This is an optimization exercise on Yosys and OpenROAD, whose aim is small area, a short achievable clock period and few clock cycles, not a production implementation.
Only the layout flow was run in this run; the RTL was not checked for function there.
No activity file was given, so power comes from the tool's default toggle rates.

--- flow/constraint.sdc ---
create_clock -name core_clock -period 16.0 [get_ports {cpu_clk}]
set_input_delay 3.2000 -clock core_clock [delete_from_list [all_inputs] [get_ports {cpu_clk}]]
set_output_delay 3.2000 -clock core_clock [all_outputs]
set_load 0.01 [all_outputs]
--- flow/config.mk ---
export PLATFORM = sky130hd
export DESIGN_NAME = RISC_V_Base_data_path
export DESIGN_NICKNAME = RISC_V_Base_data_path
export VERILOG_FILES = /design/flow/design.v
export SDC_FILE = /design/flow/constraint.sdc
export NUM_CORES = 4
export LEC_CHECK = 0
export CAP_MARGIN = 20
export CORE_MARGIN = 2
export CORE_UTILIZATION = 40
export SLEW_MARGIN = 20
--- flow/run.sh ---
#!/bin/bash
# synth_recipe.tcl (not shown) runs the flow's synth.tcl, then flattens the netlist and writes it again
# the make line also repeats each setting of config.mk as NAME=value (left out here)
make -C /OpenROAD-flow-scripts/flow DESIGN_CONFIG=/design/flow/config.mk WORK_HOME=/design/flow/orfs CLKGATE_MAP_FILE= SYNTH_SCRIPT=/design/flow/synth_recipe.tcl finish
--- flow/design.v ---
`timescale 1ns / 1ps
module PC #(parameter width=32)(
    input logic reset,
    input logic cpu_clk,
    input logic PCSel,          
    input logic [31:0] alu_out,  
    output logic [width-1:0] count     
);
always @(posedge cpu_clk or posedge reset) begin
    if (reset)
        count <= 32'h80000000;
    else if (PCSel)
        count <= {alu_out[31:1], 1'b0};   
    else
        count <= count + 4;   
end
endmodule
`timescale 1ns / 1ps
module imm_gen(
    input logic [4:0] rs1,
    input logic [4:0] rs2,
    input logic [4:0] rd,
    input logic [6:0] func_7,
    input logic [2:0] func_3,
    input logic [2:0] ImmSel,          
    output logic [31:0] immGen_out     
);
always_comb
    case(ImmSel)
        3'b000: begin  
            immGen_out = {{20{func_7[6]}}, func_7, rs2}; 
        end
        3'b001: begin   
            immGen_out = {{12{func_7[6]}}, func_7, rs2, rs1, func_3}; 
        end
        3'b010: begin  
            immGen_out = {{20{func_7[6]}}, func_7, rd}; 
        end
        3'b011: begin  
            immGen_out = {{19{func_7[6]}}, func_7[6], rd[0], func_7[5:0], rd[4:1], 1'b0};
        end
        3'b100: begin  
            immGen_out = {{11{func_7[6]}}, func_7[6], rs1, func_3, rs2[0], func_7[5:0], rs2[4:1], 1'b0}; 
        end
        default: immGen_out = 32'b0;
    endcase
endmodule
`timescale 1ns / 1ps
module reg_file(
    input logic cpu_clk,
    input logic RegWEn,
    input logic [4:0] rs1,
    input logic [4:0] rs2,
    input logic [4:0] rd,
    input logic [31:0]mux_out,
    output logic [31:0] data_R1,
    output logic [31:0] data_R2
);
logic [31:0] reg_file[31:0];
assign data_R1 = (rs1 == 5'd0) ? 32'b0 : reg_file[rs1];
assign data_R2 = (rs2 == 5'd0) ? 32'b0 : reg_file[rs2];
always @(posedge cpu_clk) begin
    if (RegWEn&&rd!=0) begin
        reg_file[rd] = mux_out;
    end
end
endmodule
`timescale 1ns / 1ps
module mux_A(
    input logic ASel,
    input logic [31:0]count,
    input logic [31:0]data_R1,
    output logic [31:0]data_mux_a_out
);
    assign data_mux_a_out = (ASel) ? (count) : (data_R1);
endmodule
`timescale 1ns / 1ps
module mux_B(
    input logic BSel,
    input logic [31:0] ImmGen_out,
    input logic [31:0] data_R2,
    output logic [31:0] data_mux_b_alu
);
    assign data_mux_b_alu = (BSel) ? (ImmGen_out) : (data_R2);
endmodule
`timescale 1ns / 1ps
module ALU (
    input logic [31:0]data_mux_a_out,
    input logic [31:0]data_mux_b_alu,
    input logic [3:0] ALUSel,   
    output logic [31:0] ALU_OUT
);
always_comb begin
    case (ALUSel)
        4'b0000: ALU_OUT = data_mux_a_out +data_mux_b_alu;   
        4'b0001: ALU_OUT = data_mux_a_out -data_mux_b_alu;   
        4'b0010: ALU_OUT = data_mux_a_out &data_mux_b_alu;   
        4'b0011: ALU_OUT = data_mux_a_out |data_mux_b_alu;   
        4'b0100: ALU_OUT = data_mux_a_out ^data_mux_b_alu;   
        4'b0101: ALU_OUT = data_mux_a_out <<data_mux_b_alu[4:0];   
        4'b0110: ALU_OUT = data_mux_a_out >>data_mux_b_alu[4:0];   
        4'b0111: ALU_OUT = $signed(data_mux_a_out) >>> data_mux_b_alu[4:0];   
        4'b1000: ALU_OUT = ($signed(data_mux_a_out) < $signed(data_mux_b_alu)) ? 32'b1 : 32'b0;   
        4'b1001: ALU_OUT = (data_mux_a_out < data_mux_b_alu) ? 32'b1 : 32'b0;   
        4'b1010: ALU_OUT = {data_mux_b_alu<<12}+data_mux_a_out; 
        4'b1011: ALU_OUT = {data_mux_b_alu<<12}; 
        default: ALU_OUT = 32'b0;   
    endcase
end
endmodule
`timescale 1ns / 1ps
module data_mem (
    input  logic [31:0] adr,        
    input  logic [31:0] dataW,      
    input  logic MEMRW,             
    input  logic [2:0] func3,       
    output logic [31:0] dataR,      
    output logic [31:0] mem_adr,
    output logic [31:0] mem_wdata,
    output logic [3:0]  mem_wmask,
    input  logic [31:0] mem_rdata
);
    logic [7:0]  rbyte;
    logic [15:0] rhalf;
    assign mem_adr = adr;
    always_comb begin
        case (adr[1:0])
            2'b00: rbyte = mem_rdata[7:0];
            2'b01: rbyte = mem_rdata[15:8];
            2'b10: rbyte = mem_rdata[23:16];
            default: rbyte = mem_rdata[31:24];
        endcase
        rhalf = adr[1] ? mem_rdata[31:16] : mem_rdata[15:0];
        case (func3[1:0])
            2'b00: dataR = {{24{rbyte[7] & ~func3[2]}}, rbyte};    
            2'b01: dataR = {{16{rhalf[15] & ~func3[2]}}, rhalf};   
            2'b10: dataR = mem_rdata;                              
            default: dataR = 32'b0;
        endcase
    end
    always_comb begin
        mem_wdata = 32'b0;
        mem_wmask = 4'b0;
        if (MEMRW == 1'b1) begin
            case (func3[1:0])
                2'b00: begin  
                    mem_wdata = {4{dataW[7:0]}};
                    mem_wmask = 4'b0001 << adr[1:0];
                end
                2'b01: begin  
                    mem_wdata = {2{dataW[15:0]}};
                    mem_wmask = adr[1] ? 4'b1100 : 4'b0011;
                end
                2'b10: begin  
                    mem_wdata = dataW;
                    mem_wmask = 4'b1111;
                end
                default: ;
            endcase
        end
    end
endmodule
`timescale 1ns / 1ps
module mux_WB #(parameter width=32)(
    input logic [31:0]alu_out,
    input logic [31:0]dataR,
    input logic [width-1:0]count,
    input logic [1:0]WBSel,               
    output logic [31:0]mux_out
);
   always_comb
   begin
    case(WBSel)
   2'b00: begin mux_out=dataR; end
   2'b01: begin mux_out=alu_out; end
   2'b10: begin   mux_out=count + 32'd4; end
    default: begin  mux_out=32'b0; end
    endcase
   end
endmodule
module control_unit(
    input logic [2:0] func_3,   
    input logic [4:0] opcode,   
    input logic func_7,         
    input logic BrEq,           
    input logic BrLt,           
    output logic PCSel,         
    output logic [2:0] ImmSel,  
    output logic BrUn,          
    output logic ASel,          
    output logic BSel,          
    output logic [3:0] ALUSel,  
    output logic MemRW,         
    output logic RegWEn,        
    output logic [1:0]WBSel    
);
assign BrUn = (opcode == 5'b11000) && func_3[1];
always_comb begin
    case(opcode)
        5'b00000: begin   
            case(func_3)
                3'b000: begin   
                  PCSel = 0; ImmSel =0; ASel = 0; BSel = 1; ALUSel =0; MemRW = 0; RegWEn = 1; WBSel = 0;
                end
                3'b001: begin   
                      PCSel = 0; ImmSel =0; ASel = 0; BSel = 1; ALUSel =0; MemRW = 0; RegWEn = 1; WBSel = 0;
                end
                3'b010: begin   
                     PCSel = 0; ImmSel =0; ASel = 0; BSel = 1; ALUSel =0; MemRW = 0; RegWEn = 1; WBSel = 0;
                end
                3'b100: begin   
                     PCSel = 0; ImmSel =0; ASel = 0; BSel = 1; ALUSel =0; MemRW = 0; RegWEn = 1; WBSel = 0;
                end
                3'b101: begin   
                    PCSel = 0; ImmSel =0; ASel = 0; BSel = 1; ALUSel =0; MemRW = 0; RegWEn = 1; WBSel = 0;
                end
                default: begin  PCSel = 0; ImmSel =0; ASel = 0; BSel = 0; ALUSel =0; MemRW = 0; RegWEn = 0; WBSel = 0;
                end
            endcase
        end
        5'b00100: begin   
            case(func_3)
                3'b000: begin   
                    PCSel = 0; ImmSel = 0; ASel = 0; BSel =1; ALUSel =0; MemRW = 0; RegWEn = 1; WBSel = 1;
                end
                3'b001: begin   
                     PCSel = 0; ImmSel = 0; ASel = 0; BSel =1; ALUSel =5; MemRW = 0; RegWEn = 1; WBSel = 1;
                end
                3'b010: begin   
                    PCSel = 0; ImmSel = 0; ASel = 0; BSel =1; ALUSel =8; MemRW = 0; RegWEn = 1; WBSel = 1;
                end
                3'b011: begin   
                     PCSel = 0; ImmSel = 0; ASel = 0; BSel =1; ALUSel =9; MemRW = 0; RegWEn = 1; WBSel = 1;
                end
                3'b100: begin   
                     PCSel = 0; ImmSel = 0; ASel = 0; BSel =1; ALUSel =4; MemRW = 0; RegWEn = 1; WBSel = 1;
                end
                3'b101: begin   
                    if(func_7) begin   
                         PCSel = 0; ImmSel = 0; ASel = 0; BSel =1; ALUSel =7; MemRW = 0; RegWEn = 1; WBSel = 1;
                    end else begin   
                         PCSel = 0; ImmSel = 0; ASel = 0; BSel =1; ALUSel =6; MemRW = 0; RegWEn = 1; WBSel = 1;
                    end
                end
                3'b110: begin   
                    PCSel = 0; ImmSel = 0; ASel = 0; BSel =1; ALUSel =3; MemRW = 0; RegWEn = 1; WBSel = 1;
                end
                3'b111: begin   
                    PCSel = 0; ImmSel = 0; ASel = 0; BSel =1; ALUSel =2; MemRW = 0; RegWEn = 1; WBSel = 1;
                end
                  default: begin  PCSel = 0; ImmSel =0; ASel = 0; BSel = 0; ALUSel =0; MemRW = 0; RegWEn = 0; WBSel = 0;  end
            endcase
        end
        5'b00101: begin   
                  PCSel = 0; ImmSel = 1; ASel = 1; BSel = 1; ALUSel =10; MemRW = 0; RegWEn = 1; WBSel = 1;
        end
        5'b01101: begin   
        PCSel = 0; ImmSel = 1; ASel = 0; BSel = 1; ALUSel = 11; MemRW = 0; RegWEn = 1; WBSel = 1;
        end
        5'b01000: begin   
            case(func_3)
                3'b000: begin   
                    PCSel = 0; ImmSel =2; ASel = 0; BSel = 1; ALUSel = 0; MemRW = 1; RegWEn = 0; WBSel = 0;
                end
                3'b001: begin   
                      PCSel = 0; ImmSel =2; ASel = 0; BSel = 1; ALUSel = 0; MemRW = 1; RegWEn = 0; WBSel = 0;
                end
                3'b010: begin   
                     PCSel = 0; ImmSel =2; ASel = 0; BSel = 1; ALUSel = 0; MemRW = 1; RegWEn = 0; WBSel = 0;
                end
                default: begin  PCSel = 0; ImmSel =0; ASel = 0; BSel = 0; ALUSel =0; MemRW = 0; RegWEn = 0; WBSel = 0; end
            endcase
        end
        5'b01100: begin   
            case(func_3)
                3'b000: begin   
                    if(func_7) begin   
                        PCSel = 0; ImmSel = 0; ASel = 0; BSel = 0; ALUSel =1; MemRW = 0; RegWEn = 1; WBSel = 1;
                    end else begin   
                        PCSel = 0; ImmSel = 0; ASel = 0; BSel = 0; ALUSel =0; MemRW = 0; RegWEn = 1; WBSel = 1;
                    end
                end
                3'b001: begin   
                    PCSel = 0; ImmSel = 0; ASel = 0; BSel = 0; ALUSel =5; MemRW = 0; RegWEn = 1; WBSel = 1;
                end
                3'b010: begin   
                    PCSel = 0; ImmSel = 0; ASel = 0; BSel = 0; ALUSel =8; MemRW = 0; RegWEn = 1; WBSel = 1;
                end
                3'b011: begin   
                        PCSel = 0; ImmSel = 0; ASel = 0; BSel = 0; ALUSel =9; MemRW = 0; RegWEn = 1; WBSel = 1;
                    end                
                3'b100: begin   
                   PCSel = 0; ImmSel = 0; ASel =0; BSel = 0; ALUSel =4; MemRW = 0; RegWEn = 1; WBSel = 1;
                end
                3'b101: begin   
                   if(func_7) begin     
                        PCSel = 0; ImmSel = 0; ASel = 0; BSel = 0; ALUSel =7; MemRW = 0; RegWEn = 1; WBSel = 1;
                    end else begin     
                        PCSel = 0; ImmSel = 0; ASel = 0; BSel = 0; ALUSel =6; MemRW = 0; RegWEn = 1; WBSel = 1;
                    end
                end
                3'b110: begin   
                    PCSel = 0; ImmSel = 0; ASel = 0; BSel = 0; ALUSel =3; MemRW = 0; RegWEn = 1; WBSel = 1;
                end
                3'b111: begin   
                   PCSel = 0; ImmSel = 0; ASel = 0; BSel = 0; ALUSel =2; MemRW = 0; RegWEn = 1; WBSel = 1;
                end
                 default: begin  PCSel = 0; ImmSel =0; ASel = 0; BSel = 0; ALUSel =0; MemRW = 0; RegWEn = 0; WBSel = 0; end
            endcase
        end
        5'b11000: begin   
            case(func_3)
                3'b000: begin   
                if(BrEq)  begin  PCSel =1; ImmSel =3; ASel = 1; BSel = 1; ALUSel = 0; MemRW = 0; RegWEn = 0; WBSel =1;   end          else begin  PCSel =0; ImmSel =0; ASel = 0; BSel = 0; ALUSel = 0; MemRW = 0; RegWEn = 0; WBSel =0;   end       
                end
                3'b001: begin   
               if(!BrEq)  begin  PCSel =1; ImmSel =3; ASel = 1; BSel = 1; ALUSel = 0; MemRW = 0; RegWEn = 0; WBSel =1;   end   else  begin  PCSel =0; ImmSel =0; ASel = 0; BSel = 0; ALUSel = 0; MemRW = 0; RegWEn = 0; WBSel =0;   end
                end
                3'b100: begin   
                   if( BrLt)  begin  PCSel =1; ImmSel =3; ASel = 1; BSel = 1; ALUSel = 0; MemRW = 0; RegWEn = 0; WBSel =1;   end   else begin  PCSel =0; ImmSel =0; ASel = 0; BSel = 0; ALUSel = 0; MemRW = 0; RegWEn = 0; WBSel =0;   end
                end
                3'b101: begin   
               if(!BrLt||BrEq)  begin  PCSel =1; ImmSel =3; ASel = 1; BSel = 1; ALUSel = 0; MemRW = 0; RegWEn = 0; WBSel =1;   end   else begin  PCSel =0; ImmSel =0; ASel = 0; BSel = 0; ALUSel = 0; MemRW = 0; RegWEn = 0; WBSel =0;   end
                end
                3'b110: begin   
               if( BrLt)  begin  PCSel =1; ImmSel =3; ASel = 1; BSel = 1; ALUSel = 0; MemRW = 0; RegWEn = 0; WBSel =1;   end   else begin  PCSel =0; ImmSel =0; ASel = 0; BSel = 0; ALUSel = 0; MemRW = 0; RegWEn = 0; WBSel =0;   end
                end
                3'b111: begin   
                if(!BrLt||BrEq)  begin  PCSel =1; ImmSel =3; ASel = 1; BSel = 1; ALUSel = 0; MemRW = 0; RegWEn = 0; WBSel =1;   end   else begin  PCSel =0; ImmSel =0; ASel = 0; BSel = 0; ALUSel = 0; MemRW = 0; RegWEn = 0; WBSel =0;   end
                end
                default: begin  PCSel =0; ImmSel =0; ASel = 0; BSel = 0; ALUSel = 0; MemRW = 0; RegWEn = 0; WBSel =0;   end 
            endcase
        end
        5'b11001: begin   
            case(func_3)
                3'b000: begin
               PCSel = 1; ImmSel =0; ASel = 0; BSel = 1; ALUSel =0; MemRW = 0; RegWEn = 1; WBSel =2;
                end
                default: begin  PCSel = 0; ImmSel =0; ASel = 0; BSel = 0; ALUSel =0; MemRW = 0; RegWEn = 0; WBSel = 0; end
            endcase
        end
        5'b11011: begin   
            PCSel = 1; ImmSel =4; ASel = 1; BSel = 1; ALUSel = 0; MemRW = 0; RegWEn = 1; WBSel =2;
        end
        default: begin   
            PCSel = 0; ImmSel = 0; ASel = 0; BSel = 0; ALUSel = 0; MemRW = 0; RegWEn = 0; WBSel = 0;
        end
    endcase
end
endmodule
`timescale 1ns / 1ps
module Branch_comp(
    input logic [31:0] data_R1,
    input logic [31:0] data_R2,
    input logic BrUn,
    output logic BrLT,
    output logic BrEQ
);
    always_comb
    begin
        if (!BrUn) begin
            BrLT = ($signed(data_R1) < $signed(data_R2));
            BrEQ = ($signed(data_R1) == $signed(data_R2));
        end else begin
            BrLT = (data_R1 < data_R2);
            BrEQ = (data_R1 == data_R2);
        end
    end
endmodule
`timescale 1ns / 1ps
module RISC_V_Base_data_path(
    input  logic        cpu_clk,
    input  logic        reset,
    output logic [31:0] imem_addr,
    input  logic [31:0] imem_rdata,
    output logic [31:0] dmem_addr,
    output logic [31:0] dmem_wdata,
    output logic [3:0]  dmem_wmask,
    input  logic [31:0] dmem_rdata
);
      parameter [31:0]width=32;      
      parameter [31:0]depth=27000;       
     logic [31:0]data_mux_b_alu;
      logic BrEq;
      logic BrLt;
      logic [2:0]ImmSel;
      logic [width-1:0]PC_val;
      logic RegWEn;
    logic  [31:0]jump_addr, immGen_out, return_address;
    logic [4:0] rs1, rs2, rd;
    logic [6:0] opcode;
    logic func_7_sig;
    logic [6:0] func_7;
    logic [2:0] func_3;
    logic PCSel, BrUn, BSel, ASel, MEMRW;
    logic [3:0] ALUSel;
    logic [31:0] ALU_OUT, data_2_alu, data_R1, data_R2, mux_out_data, dataR, data_mux_a_out;
    logic [1:0] WBSel;
    logic [31:0]mux_out;
    PC #(width)pc_inst (
        .reset(reset),
        .cpu_clk(cpu_clk),
        .PCSel(PCSel),
        .alu_out(ALU_OUT),
        .count(PC_val)
    );
    logic [31:0] inst;
    assign imem_addr  = PC_val;
    assign inst       = imem_rdata;
    assign rs1        = inst[19:15];
    assign rs2        = inst[24:20];
    assign rd         = inst[11:7];
    assign opcode     = inst[6:0];
    assign func_7_sig = inst[30];
    assign func_7     = inst[31:25];
    assign func_3     = inst[14:12];
    imm_gen immgen_inst(
        .rs1(rs1),
        .rs2(rs2),
        .rd(rd),
        .func_7(func_7),
        .func_3(func_3),
        .ImmSel(ImmSel),
        .immGen_out(immGen_out)
    );
    reg_file reg_file_inst (
        .cpu_clk(cpu_clk),
        .RegWEn(RegWEn),
        .rs1(rs1),
        .rs2(rs2),
        .rd(rd),
        .mux_out(mux_out),
        .data_R1(data_R1),
        .data_R2(data_R2)
    );
    mux_B mux_b_inst (
        .BSel(BSel),
        .ImmGen_out(immGen_out),
        .data_R2(data_R2),
        .data_mux_b_alu(data_mux_b_alu)
    );
    ALU alu_inst (
        .data_mux_a_out(data_mux_a_out),
        .data_mux_b_alu(data_mux_b_alu),
        .ALUSel(ALUSel),
        .ALU_OUT(ALU_OUT)
    );
    data_mem data_mem_inst (
        .adr(ALU_OUT),
        .dataW(data_R2),
        .MEMRW(MEMRW),
        .func3(func_3),
        .dataR(dataR),
        .mem_adr(dmem_addr),
        .mem_wdata(dmem_wdata),
        .mem_wmask(dmem_wmask),
        .mem_rdata(dmem_rdata)
    );
    mux_WB mux_wb_inst (
        .alu_out(ALU_OUT),
        .dataR(dataR),
        .count(PC_val),
        .WBSel(WBSel),
        .mux_out(mux_out)
    );
    control_unit control_unit_inst (
        .func_3(func_3),
        .opcode(opcode[6:2]),
        .func_7(func_7_sig),
        .BrEq(BrEq),
        .BrLt(BrLt),
        .PCSel(PCSel),
        .ImmSel(ImmSel),
        .BrUn(BrUn),
        .ASel(ASel),
        .BSel(BSel),
        .ALUSel(ALUSel),
        .MemRW(MEMRW),
        .RegWEn(RegWEn),
        .WBSel(WBSel)
    );
    Branch_comp branch_comp_inst (
        .data_R1(data_R1),
        .data_R2(data_R2),
        .BrUn(BrUn),
        .BrLT(BrLt),
        .BrEQ(BrEq)
    );
    mux_A mux_a_inst (
        .ASel(ASel),
        .count(PC_val),
        .data_R1(data_R1),
        .data_mux_a_out(data_mux_a_out)
    );
endmodule
==> summary.md <==
| Metric | Value |
|---|---|
| Main area contributors after synthesis | `edfxtp_1 (49%), mux4_2 (23%), ha_1 (3.0%), a21oi_1 (2.0%), nor2_1 (1.9%)` |
| Yosys cell types | `106` |
| Fraction of layout cells with a size suffix above 1 | `32.2%` |
| CP max FO | `23` |
| 1st-iter DRT viols | `6,561` |
| Peak VDD IR | `about 89 uV` |
| CTS tree | `built` |
| Hold Startpoint | `pc_inst.count[31]` |
| Total GRT Usage | `29.9%` |
| Initial antenna violation count | `7` |
| Most frequent cells in the layout | `edfxtp_1 (1,024), mux4_2 (640), buf_4 (555)` |
| Maxcap violations | `0` |
| WS Path Type | `input pin to primary output` |
| Vias | `47,200` |
| Type of origin of the critical path | `input pin` |
| CTS root buf | `clkbuf_16` |
| Post-DRT Antenna Nets | `0` |
| Starting density of the core | `40.3%` |
| Clk sinks | `1,055` |
| Die Area | `161,000 um2` |
| Post-synth EDFFs | `roughly 1,000` |
| Vias in the first global route | `45,900` |
| Final wirelength | `~240,000 um` |
| Die X | `401 um` |
| Finish-stage setup viols | `0` |
| Io pins | `166` |
| Grt met2 use | `45.4%` |
| Met1 Use GR | `40.3%` |
| Cell Count, Final, Fillers Out | `7,075` |
| FF+latch count, synth | `roughly 1,100` |
| Most used DFF post-synth | `edfxtp_1` |
| Placed instance area | `71,100 um2` |
| Residual DRC | `0` |
| Buffers added on ports | `162` |
| Fin util | `48.1%` |
| CP Launch Point | `imem_rdata[15]` |
| Die height | `401 um` |
| Yosys top cell area share | `48.9%` |
| Leakage power | `26.1 nW` |
| Crit-path most repeated cell | `buf_4` |
| Sequential fraction of the synthesis area | `approximately half` |
| Clock-pin slew on the worst setup and hold paths | `60 ps` |
| Syn_area_per_cell | `14.4 um2` |
| Drt via density | `around 6.7` |
| Setup TNS | `0 ps` |
| Clock Tree Buf Depth | `3` |
| Overflow after GRT | `0` |
| Period utilisation layout | `98.2%` |
| WP data required | `around 13,000 ps` |
| FP Rows | `about 150` |
| Crit end category | `primary output` |
| Met3 usage | `under 10%` |
| Hold crit path type | `register to register` |
| Synth Cell Area | `62,900 um2` |
| GPL Wtd Cong | `about 1.1` |
| Clk Latency, worst-skew pair | `770 ps` |
| Clk_skew | `54.3 ps` |
| Layout fillers | `13,300` |
| Worst slew pin tran | `around 1200 ps` |
| Final nets | `slightly above 5,000` |
| Drt first pass iters | `8` |
| Ys async rst share | `2.94%` |
| Final hold viol count | `0` |
| RSZ-0062 raised after global routing | `true` |
| Post-synthesis cell type with the largest combined area | `edfxtp_1` |
| Worst r2r src | `reg_file_inst.reg_file[31][6]` |
| Status | `no timing/DRC/antenna violations` |
| Overall Power | `between 0.009 and 0.01 W` |
| Slew margin rel. | `20.3%` |
| Cells after DPL | `6,875` |
| Master of the slowest instance on the critical path | `or4_1` |
| Area grow syn2layout | `19.4%` |
| Post-route cell area | `75,100 um2` |
| CTS Buf Count | `roughly 110` |
| Final slew viol count | `0` |
| Cts hold-fix bufs | `0` |
| Synth Warn # | `8` |
| Most common cell after layout, fill and taps aside | `edfxtp_1` |
| DR WL/cell | `34.5 um` |
| CP Data Arrival Time | `12,510 ps` |
| Busiest grt layer | `met2` |
| Max frequency | `0.0636 GHz` |
| Post-Synthesis Cells | `4,358` |
| Placeable Area | `156,000 um2` |
| HPWL Detailed | `~170,000 um` |
| Pwr Density | `122 nW/um2` |
| Global-route wire length before repair | `344,000 um` |
| CP peak stage delay | `590 ps` |
| H-tree depth | `3` |
| Largest net degree at the start of global routing | `61` |
| Final min period | `~16,000 ps` |
| FF-to-FF setup slack | `between 5000 and 6000 ps` |
## Yosys cell counts (all sizes together), types with 24 or more instances
cell type and number:
o22ai 27, xor2 24, inv 126, a22oi 36
a21o 32, buf 178, xnor2 28, clkbuf 161
mux2 37, o221ai 25, mux4 644, a31oi 25
mux2i 109, dfrtp 30, edfxtp 1024, and2 24
and3 42, o211ai 31, nand2 226, a221oi 63
o21ai 141, ha 149, a21oi 253, nor3 80
nor2 329, a211oi 76, nand3 62
## kinds of logic after synthesis
logic type / after synthesis / synth area share [%]
muxes: 790 / 25.5
DFF: 1055 / 50.1
adders and majority gates: 152 / 3.06
AOI/OAI and AO/OA: 944 / 10.6
other: 1 / 0.00596
buffers and inverters: 467 / 3.37
and+or+nand+nor: 897 / 6.63
xor gates and xnor gates: 52 / 0.724
## metal layers
metal  up-vias  routed length (um)
li1      19200                   -
met1     24300               93300
met2      3121              109000
met3       601               28900
met4         6               13300
met5         -                  41
## final timing paths
path | endpoint | depth (start not counted)
worst max register to register | reg_file_inst.reg_file[11][10] | 42
max in group asynchronous | pc_inst.count[31] | 3
worst max-delay path | dmem_addr[24] | 38
worst min-delay path | pc_inst.count[31] | 2
min in group asynchronous | pc_inst.count[12] | 3
worst min register to register | pc_inst.count[31] | 2
## flip-flops by register name, summed over array words and instances, names as in the netlist
register                count
reg_file_inst.reg_file   1024
pc_inst.count              31
## through the flow
stage | setup slack [ps] | hold WS (ps)
after floorplan | 15.5 | 631
after global placement | -409 | 703
after detailed placement | -382 | 700
after CTS | 16.4 | 715
after global routing | -6.30 | 747
final | 288 | 744
## power by group
group | total [W] | switching, W | internal [W] | leakage, nW
logic | 0.00302 | 0.00183 | 0.00119 | 14.5
clock network | 0.00271 | 0.00111 | 0.00159 | 1.84
registers | 0.00342 | 0.000166 | 0.00325 | 9.79
total | 0.00915 | 0.00312 | 0.00603 | 26.1
## cell type report
class	instances	area, um2	share of cell area [%]
Sequential cell	1055	31500	42.0
Clock buffer	123	2780	3.70
Clock inverter	76	1010	1.35
Multi-Input combinational cell	2868	30000	39.9
Inverter	128	480	0.640
Antenna cell	1	2.50	0.00333
Timing Repair Buffer	766	6780	9.03
Tap cell	2058	2570	3.43
## worst max-delay path: cells and delay by family
| family | cells | cell delay, ps |
|---|---|---|
| AO/OA/AOI/OAI | 9 | 2140 |
| AND/OR/NAND/NOR | 12 | 2720 |
| adder cells (fa/ha/maj) | 2 | 560 |
| buffers and inverters | 12 | 2710 |
| multiplexers | 3 | 1170 |
## what timing repair did
action / 4_1_cts / 5_1_grt
gates resized for setup: 7 / 35
pin swaps: 1 / 4
setup endpoints to repair: 7 / 16
buffers inserted: 0 / 0

static timing again, ports no longer ideal:
Ports are ideal in the flow. The routed layout listed here was re-timed in OpenROAD.
Step 1 (the two cells are an assumption about what drives the block):
set clk [get_ports {cpu_clk}]
set_driving_cell -lib_cell sky130_fd_sc_hd__clkbuf_16 $clk
set_driving_cell -lib_cell sky130_fd_sc_hd__buf_2 [delete_from_list [all_inputs] $clk]
Step 2 moves the port delays by t, midway between the first and last clock arrival at a register: inputs arrive t later, outputs are due t later. That takes back most of the time a late clock gives input paths.
Three values: ideal ports, drivers, drivers and shift; two values: the first two.
t, ns: 0.818
setup slack, ns: 0.288 / 0.238 / 0.238
worst hold slack (ns): 0.744 / 0.744 / 0.744
slew at the worst register clock pin (ns): 0.07 / 0.07
After both steps setup and hold are still met in this run. For this run, drivers alone change the setup slack by -0.050 ns; drivers and shift together by -0.050 ns.
